This is an optimization exercise on Yosys and OpenROAD, whose aim is small area and a short achievable clock period, not a production implementation. No run shown here included a check of the RTL's function; only the layout flow was run. Power is estimated from default activity; no workload was simulated.

## flow/design.v (module list and top-level ports; edited modules follow where they fit)
// module matrix_multiplier: 1678 lines
// module mm_fa: 4 lines
// module mm_xn: 3 lines
// module mm_or: 3 lines
module matrix_multiplier #(
  parameter int DATA_WIDTH = 8,
  parameter int A_ROWS = 2,
  parameter int B_COLUMNS = 2,
  parameter int A_COLUMNS_B_ROWS = 2,
  parameter int C_DATA_WIDTH = (2 * DATA_WIDTH) + $clog2(A_COLUMNS_B_ROWS)
) (
  input                           clk_i,
  input                           reset_i,
  input                           valid_i,
  output logic                    valid_o,
  input        [A_ROWS * A_COLUMNS_B_ROWS * DATA_WIDTH-1:0]   a_i,
  input        [A_COLUMNS_B_ROWS * B_COLUMNS * DATA_WIDTH-1:0] b_i,
  output logic [A_ROWS * B_COLUMNS * C_DATA_WIDTH-1:0]         c_o
);
  // ...
==> flow/flow/run.sh <==
#!/bin/bash
# Own flow: the standard layout (standard.sh), with the ports buffered by
# plain buf_1 cells instead of the delay-buffer cell buffer_ports picks itself.
# Every input and output port still gets its own buffer.
set -euo pipefail
export BUFFER_PORTS_ARGS="-buffer_cell sky130_fd_sc_hd__buf_1"
bash standard.sh > standard.log 2>&1
==> flow/standard.sh <==
#!/bin/bash
# synth_recipe.tcl (not shown) runs the flow's synth.tcl, then flattens the netlist and writes it again
# the make line also repeats each setting of config.mk as NAME=value (left out here)
make -C /OpenROAD-flow-scripts/flow DESIGN_CONFIG=/design/flow/config.mk WORK_HOME=/design/flow/orfs CLKGATE_MAP_FILE= SYNTH_SCRIPT=/design/flow/synth_recipe.tcl "${@:-finish}"
==> flow/config.mk <==
export PLATFORM = sky130hd
export DESIGN_NAME = matrix_multiplier
export DESIGN_NICKNAME = matrix_multiplier
export VERILOG_FILES = /design/flow/design.v
export SDC_FILE = /design/flow/constraint.sdc
export NUM_CORES = 4
export LEC_CHECK = 0
export ABC_CLOCK_PERIOD_IN_PS = 2400
export CAP_MARGIN = 20
export CORE_MARGIN = 2
export CORE_UTILIZATION = 40
export SETUP_SLACK_MARGIN = 4.4
export SLEW_MARGIN = 20
export SYNTH_HIERARCHICAL = 1
==> flow/constraint.sdc <==
create_clock -name core_clock -period 6.8 [get_ports {clk_i}]
set_input_delay 1.3600 -clock core_clock [delete_from_list [all_inputs] [get_ports {clk_i}]]
set_output_delay 1.3600 -clock core_clock [all_outputs]
set_load 0.01 [all_outputs]
==> key figures, run 1 <==
Setup path
  • Max incr delay on CP: around 0.32 ns
  • Reg2reg setup slack: roughly 4.4 ns
  • Cell family with most CP delay: flip-flops
  • Critical Path AT: a little over 1 ns

Place
  • Placed instance count: 2,440

STA
  • Hold Slack: between 0.3 and 0.4 ns
  • # setup viols final: 0
  • Worst setup margin: around 4.4 ns
  • F_max: ~420 MHz
  • Fin. Hold Viols: 0
  • Rel. slew slack: between 60% and 70%

Pwr
  • Clk pwr share: about a quarter
  • PwrDens: 415.9 nW/um2
  • Logic pwr share: roughly a third
  • VDD IR max: about 0.23 mV
  • Sw Ratio: between 30% and 40%

GRT
  • Met1 usage: approximately a fifth
  • Vias in the first global route: 13,798
  • Met2 usage: between 20 and 30%

Cells and area
  • Non-Clock Buffer Area Fraction: approximately 3.4%
  • Fill count: between 4,000 and 5,000
  • Multi-input combinational cell area: 11,950 um2
  • Non-clk bufs: about 140
  • Largest class: multi-input combinational cells
  • Seq area share: 36.65%
  • Final nets: about 2,300
  • FFs & Latches: 436

Synthesis
  • Post-synth top flop: dfxtp_1
  • Compound-gate portion of the synthesized area: under 10%
  • Async S/R FF share, synth: 0%
  • YS warnings: 7
  • Adder-Cell Fraction of Synth Area: 41.68%
  • Xor-xnor portion of the synthesized cell area: under 10%
  • Area leader, netlist: dfxtp_1
  • Ranking of synthesized cells by area: dfxtp_1, fa_1, nand2_1

Die
  • Chip Width: 235.2 um

Detailed routing
  • Via density: between 4 and 5
  • DRT met1 WL: approximately 17,000 um
  • DRT iter0 DRCs: between 700 and 800
  • DRC: 0
  • Detail Route Antenna Nets: 0

Clock network
  • Post-CTS Resized: 210
  • CTS tree: yes

Min path
  • Min-Delay Path Depth: 0

Outcome
  • Status: timing/DRC/antenna clean
==> run 2: changes to the inputs <==
==> flow/flow/run.sh (replaced) <==
#!/bin/bash
# Own flow: the standard layout (standard.sh), with the ports buffered by
# plain buf_1 cells instead of the delay-buffer cell buffer_ports picks itself
# (every input and output port still gets its own buffer), and a clock tree
# built without dummy loads (same clustering as the standard flow).
set -euo pipefail
export BUFFER_PORTS_ARGS="-buffer_cell sky130_fd_sc_hd__buf_1"
export CTS_ARGS="-sink_clustering_enable -repair_clock_nets -dont_use_dummy_load"
bash standard.sh > standard.log 2>&1
==> key figures, run 2 <==
Cells and area
  • Commonest cells after routing, fill and taps aside: nand2_1, fa_1, dfxtp_1
  • Commonest non-fill, non-tap cell in the layout: nand2_1
  • Ant. Diodes: 0
  • Reg with most FFs: c_o
  • Final nets: 2,331 (+0.086%)
  • Max reg flops: between 60 and 70
  • Post-route cell area: around 24,000 um2
  • Top flop regs: c_o: 68 flops, a_q: 32 flops, b_q: 32 flops
  • Fraction of layout cells with a size suffix above 1: roughly 11%
  • Synth-to-Final Area Change: 12.25%

Synthesis
  • Async S/R FF share, synth: 0% (unchanged)
  • Synthesis-stage register bit count: roughly 440
  • Sequential-to-total area share from yosys stat: 40.84%
  • Post-synth EDFFs: 0
  • Post-synth top flop: dfxtp_1
  • YS warnings: 7 (unchanged)
  • Post-synthesis net count: between 2,000 and 2,500
  • Share of the synthesized area in the top cell type: a little over 40%
  • Count leader, synth: nand2_1
  • Top post-synthesis cells by count: nand2_1, dfxtp_1, fa_1
  • Area leader, netlist: dfxtp_1
  • Gate Count Post-Synth: between 1,500 and 2,000
  • Mapped Area: between 20,000 and 25,000 um2
  • Syn_area_per_cell: 12.26 um2
  • Ranking of synthesized cells by area: dfxtp_1, fa_1, nand2_1
  • Synth unique cells: 25

STA
  • Post-route clock period utilization: between 30% and 40%
  • Rel. slew slack: 70.73% (+2.1 points)
  • Setup_tns: 0 ns
  • F_max: 423.0 MHz (+0.35%)
  • Worst-Margin Slew: approximately 0.43 ns
  • Fin. Hold Viols: 0 (unchanged)
  • Fin crit period: around 2.4 ns
  • RSZ-0062 raised after global routing: true
  • Fin. max-slew vios: 0
  • # setup viols final: 0 (unchanged)
  • Worst Clk Skew: 0.03264 ns

Job
  • Max-Cap Viols: 0

GRT
  • Met1 usage: 20.17% (-0.22 points)
  • Total GRT Usage: between 15 and 20%
  • Antenna violations before repair: 1
  • Met2 usage: 28.95% (unchanged)
  • Largest net degree at the start of global routing: 17
  • First-pass GRT wire length: ~73,000 um
  • GRT Residual Overflow: 0
  • Vias in the first global route: 13,723 (-0.54%)
  • GR peak layer: met2
  • Global routing usage on met3: about 4.7%

Detailed routing
  • Routed Wire Length: between 40,000 and 50,000 um
  • DRT Pass-1 Iters: 5
  • Via count: 12,366
  • Wire length per cell: around 18 um
  • Detail Route Antenna Nets: 0 (unchanged)
  • DRC: 0 (unchanged)
  • DRT iter0 DRCs: 759 (-0.13%)
  • Via density: 4.966 (+0.80%)

Setup path
  • Critical Path AT: 1.00 ns (about the same)
  • Crit Path Max Fanout: 1
  • Max incr delay on CP: 0.32 ns (about the same)
  • Buf+Inv Stages, Crit Path: 1
  • Cell breakdown of the critical path: buf_6
  • Req. time, crit path: between 5 and 6 ns
  • Worst setup EP type: output port
  • Cell family with most CP delay: flip-flops
  • Worst path slowest cell: dfxtp_2
  • Crit Path Class: reg2out
  • CP Launch Type: flop
  • Reg2reg setup slack: 4.45 ns (about the same)

Min path
  • Worst hold path class: reg2reg

Place
  • Placed cell area: roughly 22,000 um2
  • Gp weighted congestion: roughly 0.83
  • Dpl hpwl: between 30,000 and 40,000 um
  • PortBufs: 135

Clock network
  • CTS Buf Count: 47
  • Clock root cell: clkbuf_16
  • # hold bufs at CTS: 0
  • Clock sink count: 436
  • Clock latency on the worst-skew pair: between 0.5 and 0.6 ns
  • Clock Tree Buf Depth: 3
  • Worst-path clk slew: roughly 0.06 ns
  • H-tree Lvls: 2
  • CTS tree: yes

Die
  • Chip Width: 235.2 um (unchanged)
  • Cell Rows: 84
  • Die area: around 55,000 um2
  • Initial Util: between 40% and 50%
  • Core area: around 53,000 um2
  • Ports: between 100 and 150
  • Die height: 235.2 um

Outcome
  • Status: timing/DRC/antenna clean

Pwr
  • PwrDens: 397.6 nW/um2 (-4.4%)
  • P_leak: just over 9 nW
  • Total Power: 9.540 mW
  • VDD IR max: 0.2251 mV (-2.1%)
[run 2: power breakdown]
group	internal [mW]	switching [mW]	leakage (nW)
Combinational	1.76	1.69	4.80
Clock	1.21	0.899	0.579
Sequential	3.49	0.495	3.68
[run 2: repair_timing]
action	in CTS	in global routing
endpoints found under the hold margin	0	0
buffers inserted	0	3
setup endpoints to repair	191	111
gates resized for setup	186	58
[run 2: worst paths after layout]
path	from	endpoint	cells past startpoint
worst max-delay path	c_o[53]	c_o[53]	1
worst min-delay path	r3e1_762	cse1_845	0
worst max register to register	b_q[5]	r3e0_303	4
worst min register to register	r3e1_762	cse1_845	0
[run 2: cell type report]
class                      count  area, um2
timing repair buffer         139      798.3
tap                          688      860.8
clock buffer                  47       1176
fill                        4697      28660
multi-input combinational   1124      11950
sequential                   436       8992
inverter                      56      210.2
[run 2: kinds of logic (layout without fill, tap and decap cells)]
logic type | count (synthesis) | after routing | synth area share, %
AOI/OAI and AO/OA | 42 | 42 | 1.452
xor gates and xnor gates | 56 | 56 | 2.295
adders and majority gates | 460 | 460 | 41.68
buffers and inverters | 184 | 242 | 3.231
DFF | 436 | 436 | 40.84
and+or+nand+nor | 566 | 566 | 10.50
[run 2: Yosys stat by module (local to each module, per instance)]
module	cells	flops+latches	cell area (um2)	copies in the design
matrix_multiplier	1272	436	12720	1
mm_fa	1	0	20.02	408
mm_or	1	0	6.256	32
mm_xn	1	0	8.758	32
[run 2: per-layer routing]
metal | part of all wire, % | routed length [um] | vias to the layer above
li1 | - | - | 5295
met1 | 37 | 17110 | 6361
met2 | 51 | 23120 | 591
met3 | 8.8 | 4014 | 119
met4 | 3.2 | 1444 | 0
met5 | 0 | 0 | -
[run 2: through the flow]
stage / util [%] / setup WS, ns / hold WS (ns) / cells
floorplan: - / 4.400 / 0.3096 / 1744
global placement: 42.29 / 4.037 / 0.3100 / 2440
detailed placement: 42.29 / 4.003 / 0.3121 / 2440
CTS: 45.20 / 4.391 / 0.3243 / 2487
global route: 45.56 / 4.381 / 0.3301 / 2490
finish: 45.56 / 4.436 / 0.3229 / 2490

-- afterwards: timing with drivers on the ports --
In the flow no input, the clock included, has a driving cell. The finished layouts below were timed again as built, in two steps. Step 1, drivers: a clkbuf_16 drives clk_i and a buf_2 each remaining input, both assumed. Step 2, shift: input delay + t, output delay - t, t = (earliest + latest rising clock arrival at the registers) / 2. This alone moves slack from input paths to output paths. Slacks: ideal / step 1 / step 2; pairs: ideal / step 1.
| run | shift t [ns] | slack for setup (ns) | hold slack, ns | slew at the worst register clock pin (ns) | worst slew at a driven data input, ns |
|---|---|---|---|---|---|
| run 1 | 0.617 | 4.428 / 4.377 / 4.441 | 0.325 / 0.325 / 0.325 | 0.06 / 0.06 | 0.04 |
| run 2 | 0.605 | 4.436 / 4.386 / 4.449 | 0.323 / 0.323 / 0.323 | 0.06 / 0.06 | 0.04 |
After both steps setup and hold are still met in every run listed.
